What follows belongs to an exercise in optimizing a design on an open flow for small area, a short achievable clock period and few clock cycles per item; a production flow would make more cautious choices.
Function was checked by simulation only, so behaviour that the tests miss may differ from the original.

## flow/design.v (module list and top-level ports; edited modules follow where they fit)
// module dec2: 10 lines
// module enc2: 9 lines
// module cx2: 21 lines
// module cmpb: 12 lines
// module selb: 10 lines
// module sel: 10 lines
// module bitonic_sorter_top: 1149 lines
module bitonic_sorter_top (
	input              clk,
	input              rst,
	input              in_valid,
	input      [415:0] in_data,
	output             out_valid,
	output     [415:0] out_data
);
  // ...
==> flow/flow/run.sh <==
#!/bin/bash
# Own layout flow: the standard flow (standard.sh, unchanged synthesis and
# steps), except that the input and output ports are buffered with buf_2 cells
# instead of the default clkdlybuf4s50_1. make's full output goes to
# standard.log here; ORFS keeps each step's log under orfs/logs/.
set -euo pipefail
bash standard.sh "BUFFER_PORTS_ARGS=-buffer_cell sky130_fd_sc_hd__buf_2" finish > standard.log 2>&1
==> flow/standard.sh <==
#!/bin/bash
# synth_recipe.tcl (not shown) runs the flow's synth.tcl, then flattens the netlist and writes it again
# the make line also repeats each setting of config.mk as NAME=value (left out here)
make -C /OpenROAD-flow-scripts/flow DESIGN_CONFIG=/design/flow/config.mk WORK_HOME=/design/flow/orfs CLKGATE_MAP_FILE= SYNTH_SCRIPT=/design/flow/synth_recipe.tcl "${@:-finish}"
==> flow/config.mk <==
export PLATFORM = sky130hd
export DESIGN_NAME = bitonic_sorter_top
export DESIGN_NICKNAME = bitonic_sorter_top
export VERILOG_FILES = /design/flow/design.v
export SDC_FILE = /design/flow/constraint.sdc
export NUM_CORES = 4
export LEC_CHECK = 0
export CAP_MARGIN = 20
export CORE_MARGIN = 2
export CORE_UTILIZATION = 70
export SLEW_MARGIN = 50
export SYNTH_HIERARCHICAL = 1
export SYNTH_MINIMUM_KEEP_SIZE = 0
==> flow/constraint.sdc <==
create_clock -name core_clock -period 24.0 [get_ports {clk}]
set_input_delay 4.8000 -clock core_clock [delete_from_list [all_inputs] [get_ports {clk}]]
set_output_delay 4.8000 -clock core_clock [all_outputs]
set_load 0.01 [all_outputs]
==> flow_summary.json, run 1 <==
{
  "whs_path_depth": 0,
  "setup_slack_ns": 17.18,
  "seq_area_um2": 25000,
  "synthSimpleGateAreaFrac_pct": 9.05,
  "fmax_ghz": 0.147,
  "ys_seq_area_share_pct": 26.9,
  "status": "complete, but fails checks",
  "slew_violations": 6,
  "gp_congestion": 1.31,
  "check-failures": "max-capacitance violations, max-slew violations",
  "clock_path_buffers": 3,
  "design.portCount": 836,
  "setup_tns_ns": 0,
  "slew_headroom_pct": -31.4,
  "wl_met2_um": 172000,
  "busiest_layer": "met2",
  "clockRootBuffer": "clkbuf_16",
  "drt_iter0_drc": 29600,
  "drt-met1-wl_um": 142000,
  "fin_worst_hold_slack_ns": 0.348,
  "synth_area_leaders": "dfxtp_1 (27%), o22ai_1 (24%), o221a_4 (5.1%)",
  "maxCapViolCount": 2,
  "finalHoldViolations": 0,
  "final_common_cell": "o22ai_1",
  "overflow": 0,
  "synthesis.area_um2": 93200,
  "drt_wl_total_um": 467000,
  "firstDrtPassIters": 23,
  "cp_common_cell": "o22ai_1",
  "yosys.area_share.xor_xnor_pct": 0,
  "synth_top_family_by_area": "compound AO/OA/AOI/OAI gates",
  "syn_nets": 11800
}
Testbench counts, summed over its fixed seeds: cycles 8,024, items 8,000.
==> run 2, diff against run 1 <==
--- a/flow/config.mk
+++ b/flow/config.mk
@@ -7,5 +7,5 @@
 export LEC_CHECK = 0
-export CAP_MARGIN = 20
+export CAP_MARGIN = 30
 export CORE_MARGIN = 2
-export CORE_UTILIZATION = 70
+export CORE_UTILIZATION = 62
 export SLEW_MARGIN = 50
==> run 2 against run 1 <==
Now clean on timing, DRC and antenna. Clock skew fell by 0.030 ns. Non-clock buffer count decreased by 2. Cell area shrank 0.21%. Worst setup slack improved by 0.43 ns. Via count decreased by 2.1%. Largest cell class unchanged.
==> flow_summary.json, run 2 <==
{
  "vias": 109000,
  "hp-class": "reg2reg",
  "hold_path_end": "r15[410]$_DFF_P_",
  "cpMaxStageDelayCell": "dfxtp_1",
  "firstDrtPassIters": 17,
  "cts_resized": 0,
  "met3_length_um": 78000,
  "cts.sinks": 1251,
  "ctsHoldBuffers": 0,
  "grt_max_degree": 19,
  "drc": 0,
  "cts_tree": "built",
  "maxCapViolCount": 0,
  "crit_buf_inv": 1,
  "setup-violations-final": 0,
  "syn_nets": 11800,
  "crit_fanout": 1,
  "ys_warn_count": 7,
  "timing.rr.end": "r8[34]$_DFF_P_",
  "drt-met1-wl_um": 152000,
  "ys.flop_type": "dfxtp_1",
  "drive_above_1_share_pct": 21.6,
  "routedWlPerCell_um": 35.1,
  "wl_met2_um": 185000,
  "synthesis.area_um2": 93200,
  "cp.arrival_ns": 1.60,
  "grt_antenna_before_repair": 56,
  "fin_worst_hold_slack_ns": 0.351,
  "routed_via_density": 7.98,
  "synth_top_area_share_pct": 26.9,
  "finalHoldViolations": 0,
  "cp-start-kind": "flop",
  "worst_pin_slew_ns": 0.905,
  "hpwl_um": 389000,
  "gp_congestion": 1.21,
  "fill_cells": 11900,
  "path_class": "reg2out",
  "antenna_left": 0,
  "area_growth_pct": 5.73,
  "final_area_um2": 98600,
  "grt_setup_unrepaired": "no",
  "yosys.area.top_type": "dfxtp_1",
  "slew_headroom_pct": 39.6,
  "status": "complete, no violations",
  "synth_edf_count": 0,
  "clock_path_buffers": 3,
  "reg2reg_from": "r0[120]$_DFF_P_",
  "r2r_cells": 14,
  "drt_iter0_drc": 22600,
  "critPathMaxStageDelay_ns": 0.56,
  "yosysUniqueCellTypes": 30,
  "cp-end-kind": "output port",
  "die_area_um2": 153000,
  "avgSynthCellArea_um2": 8.21,
  "start_util_pct": 62.3,
  "grt_pass1_vias": 95400,
  "period_share_pct": 26.6,
  "synthTopCellsByCount": "o22ai_1 (3554), dfxtp_1 (1251), inv_1 (1250), nand2_1 (555), nor2_1 (555)",
  "hp-start": "r8[410]$_DFF_P_",
  "final_common_cell": "o22ai_1",
  "path_clk_slew_ns": 0.07,
  "finalClockSkew_ns": 0.0626,
  "top_regs": "r0 (416), r15 (416), r8 (416)",
  "setup_tns_ns": 0,
  "post_cts_buffers": 0,
  "required_ns": 19.20,
  "crit_family": "flip-flops",
  "row_count": 142,
  "highest_layer": "met5",
  "ys_seq_area_share_pct": 26.9,
  "fmax_ghz": 0.156,
  "die_w_um": 392,
  "clockRootBuffer": "clkbuf_16",
  "postSynthCellCount": 11400,
  "mostFrequentLayoutCells": "o22ai_1 (3494), dfxtp_1 (1251), inv_1 (1250), buf_2 (841), nand2_1 (555)",
  "path_cells": "buf_2",
  "die_h_um": 392,
  "placed_area_um2": 93700,
  "core_area_um2": 150000,
  "track_usage_pct": 58.4,
  "grt_pass1_wl_um": 656000,
  "drt_wl_total_um": 480000,
  "async_flop_share_pct": 0,
  "slew_violations": 0,
  "htreeDepth": 3,
  "yosys_register_bits": 1251,
  "synth_area_leaders": "dfxtp_1 (27%), o22ai_1 (24%), o221a_4 (5.1%)",
  "clk_latency_ns": 0.84,
  "nets": 12000,
  "overflow": 0,
  "whs_path_depth": 0,
  "design.portCount": 836,
  "place.port_buffers": 835,
  "synth_most_common_cell": "o22ai_1",
  "numCtsBuffers": 115,
  "layout_min_cycle_time_ns": 6.40,
  "rrSetupSlack_ns": 17.95
}
## run 2: cell counts after synthesis
No cell type changed its count.
## run 2: cell type report
cell class,instances,area [um^2],share of cell area [%]
Antenna cell,43,108,0.109
Clock buffer,158,3250,3.30
Clock inverter,57,790,0.801
Inverter,1512,5680,5.76
Multi-Input combinational cell,7602,55400,56.2
Sequential cell,1251,25000,25.4
Tap cell,2016,2520,2.56
Timing Repair Buffer,1050,5780,5.86
## run 2: worst max-delay path by stage
stage | start | end | depth (start not counted)
after floorplan | r15[0]$_DFF_P_ | out_data[0] | 0
after global placement | r15[229]$_DFF_P_ | out_data[229] | 1
after detailed placement | r15[229]$_DFF_P_ | out_data[229] | 1
after CTS | r15[229]$_DFF_P_ | out_data[229] | 1
after global routing | r15[227]$_DFF_P_ | out_data[227] | 1
final | r15[205]$_DFF_P_ | out_data[205] | 1
## run 2: cell families (layout without fill, tap and decap cells)
family,after synthesis,count (layout),share of synthesized area [%]
AOI/OAI and AO/OA,5863,5863,49.4
buffers and inverters,2508,2777,14.7
DFF,1251,1251,26.9
other,0,43,0
and+or+nand+nor,1739,1739,9.05
## run 2: per-stage QoR
stage | utilization [%] | std cells | worst slack, ns
6_report | 65.9 | 13700 | 17.60
5_1_grt | 65.8 | 13700 | 17.60
4_1_cts | 65.3 | 13600 | 17.71
3_5_place_dp | 62.6 | 13400 | 18.56
3_3_place_gp | 62.3 | 13400 | 18.57
2_1_floorplan | - | 11400 | 18.87
## run 2: routing by layer
layer  up-vias  global-route usage, %
met1     49600                   63.6
met5         -                  0.893
met2     10900                   82.7
met4        36                   58.9
li1      45000                      -
met3      3653                   25.7
==> run 3, diff against run 2 <==
--- a/flow/config.mk
+++ b/flow/config.mk
@@ -9,3 +9,3 @@
 export CORE_MARGIN = 2
-export CORE_UTILIZATION = 62
+export CORE_UTILIZATION = 66
 export SLEW_MARGIN = 50
==> run 3 against run 2 <==
Now fails the layout checks on max-capacitance violations, max-slew violations. Utilization increased by 4.6 points. Non-clock buffer count down 4. First-iteration DRC count rose by 7.8%. Synthesized cell count unchanged. Critical path depth stayed put. Clock skew shrank 0.0090 ns.
==> flow_summary.json, run 3 <==
{
  "routed_via_density": 8.13,
  "antenna_left": 0,
  "final_common_cell": "o22ai_1",
  "grt_pass1_vias": 95800,
  "syn_nets": 11800,
  "ctsHoldBuffers": 0,
  "cp-end-kind": "output port",
  "path_cells": "buf_2",
  "grt_pass1_wl_um": 650000,
  "drt_iter0_drc": 24400,
  "slew_headroom_pct": -4.04,
  "drc": 0,
  "vias": 110000,
  "hpwl_um": 372000,
  "synth_edf_count": 0,
  "synth_top_area_share_pct": 26.9,
  "crit_family": "flip-flops",
  "status": "complete, but fails checks",
  "clock_path_buffers": 3,
  "core_area_um2": 140000,
  "finalHoldViolations": 0,
  "ys.flop_type": "dfxtp_1",
  "grt_setup_unrepaired": "no",
  "maxCapViolCount": 1,
  "clockRootBuffer": "clkbuf_16",
  "critPathMaxStageDelay_ns": 0.54,
  "routedWlPerCell_um": 34.8,
  "synthesis.area_um2": 93200,
  "row_count": 137,
  "fin_cells": 13500,
  "die_area_um2": 144000,
  "crit_fanout": 1,
  "die_w_um": 380,
  "place.port_buffers": 835,
  "fmax_ghz": 0.157,
  "path_class": "reg2out",
  "cts_resized": 0,
  "overflow": 0,
  "synthTopCellsByCount": "o22ai_1 (3554), dfxtp_1 (1251), inv_1 (1250), nand2_1 (555), nor2_1 (555)",
  "setup_tns_ns": 0,
  "postSynthCellCount": 11400,
  "setup-violations-final": 0,
  "mostFrequentLayoutCells": "o22ai_1 (3484), dfxtp_1 (1251), inv_1 (1250), buf_2 (843), nand2_1 (555)",
  "cp-start-kind": "flop",
  "track_usage_pct": 60.6,
  "utilization_pct": 70.5,
  "drive_above_1_share_pct": 21.6,
  "path_clk_slew_ns": 0.07,
  "nets": 11900,
  "numCtsBuffers": 116,
  "cts_tree": "built",
  "finalClockSkew_ns": 0.0536,
  "required_ns": 19.20,
  "yosys_register_bits": 1251,
  "clk_latency_ns": 0.82,
  "async_flop_share_pct": 0,
  "grt_max_degree": 19,
  "cp.arrival_ns": 1.57,
  "check-failures": "max-capacitance violations, max-slew violations",
  "start_util_pct": 66.6,
  "yosys.area.top_type": "dfxtp_1",
  "placedCellCount": 13200,
  "die_h_um": 380,
  "synth_most_common_cell": "o22ai_1",
  "slew_violations": 3,
  "cpMaxStageDelayCell": "dfxtp_1",
  "htreeDepth": 3,
  "top_regs": "r0 (416), r15 (416), r8 (416)",
  "synth_area_leaders": "dfxtp_1 (27%), o22ai_1 (24%), o221a_4 (5.1%)",
  "design.portCount": 836,
  "hp-class": "reg2reg",
  "drt_wl_total_um": 472000,
  "gp_congestion": 1.28,
  "cts.sinks": 1251,
  "avgSynthCellArea_um2": 8.21,
  "worst_pin_slew_ns": 1.56,
  "yosysUniqueCellTypes": 30,
  "area_growth_pct": 5.73,
  "layout_min_cycle_time_ns": 6.37,
  "crit_buf_inv": 1,
  "period_share_pct": 26.6,
  "fill_cells": 10600,
  "ys_seq_area_share_pct": 26.9,
  "ys_warn_count": 7,
  "grt_antenna_before_repair": 53,
  "firstDrtPassIters": 29,
  "post_cts_buffers": 0
}
-- run 3: final cells by class --
cell class	count	area [um^2]	share of cell area [%]
clock buffer	154	3250	3.30
antenna	44	110	0.112
sequential	1251	25000	25.4
clock inverter	56	886	0.899
multi-input combinational	7602	55500	56.3
timing repair buffer	1046	5720	5.81
tap	1876	2350	2.38
inverter	1512	5680	5.76
-- run 3: path summary, 6_finish.rpt --
path / from / to / slack, ns / depth (start not counted)
worst max register to register: r0[94]$_DFF_P_ / r8[243]$_DFF_P_ / 18.00 / 15
worst min-delay path: r8[7]$_DFF_P_ / r15[7]$_DFF_P_ / 0.34 / 0
worst max-delay path: r15[212]$_DFF_P_ / out_data[212] / 17.63 / 1
worst min register to register: r8[7]$_DFF_P_ / r15[7]$_DFF_P_ / 0.34 / 0
-- run 3: worst register-to-register path: stages, from the launching register on --
cell and delay (ns):
dfxtp_1 0.35, or2_1 0.30, nor2_1 0.41, nand2_1 0.29
nor2_1 0.62, inv_1 0.19, a222oi_1 0.72, clkbuf_1 0.21
a22oi_1 0.16, a222oi_1 0.44, o21ai_0 0.13, buf_4 0.22
o22ai_1 0.55, o22ai_1 0.25, o22ai_1 0.75, o22ai_1 0.26
-- run 3: cell families after synthesis --
group / share of synthesized area (%)
AO/OA/AOI/OAI: 49.4
buffers and inverters: 14.7
flip-flops: 26.9
AND/OR/NAND/NOR: 9.05
-- run 3: metal layers --
metal	share of wire, %	up-vias	GRT usage, %
met5	0.070	-	1.72
met3	17	4019	28.6
li1	-	45000	-
met1	31	49500	65.9
met2	38	11600	84.2
met4	14	28	61.0
-- run 3: through the flow --
| step | setup WS [ns] | area [um^2] | hold slack, ns |
|---|---|---|---|
| floorplan | 18.87 | 93200 | 0.310 |
| global placement | 18.68 | 92900 | 0.336 |
| detailed placement | 18.63 | 93300 | 0.316 |
| CTS | 17.85 | 97400 | 0.338 |
| global route | 17.69 | 98500 | 0.352 |
| finish | 17.63 | 98600 | 0.337 |

==> port drivers added, routing unchanged <==
How much do the figures lean on ideal ports? The routed layouts below were timed once more, with nothing changed but the port constraints.
Step 1: set_driving_cell puts a clkbuf_16 on clk and a buf_2 on each other input, an assumption about the parent block.
Step 2 times the ports against the registers' clock, not the clock port: input delays grow and output delays shrink by t, the midpoint of the rising clock arrivals with the driver on.
Slacks: ideal ports / drivers / drivers and shift; pairs: ideal ports / drivers.
run	shift t [ns]	setup WS [ns]	worst setup path after step 2	latest minus earliest clock arrival (ns)	worst slew at a driven data input, ns
run 1	0.945	17.176 / 17.176 / 17.176	register to register	0.093 / 0.093	0.08
run 2	0.903	17.605 / 17.509 / 17.947	register to register	0.064 / 0.063	0.12
run 3	0.884	17.625 / 17.531 / 18.003	register to register	0.055 / 0.054	0.15
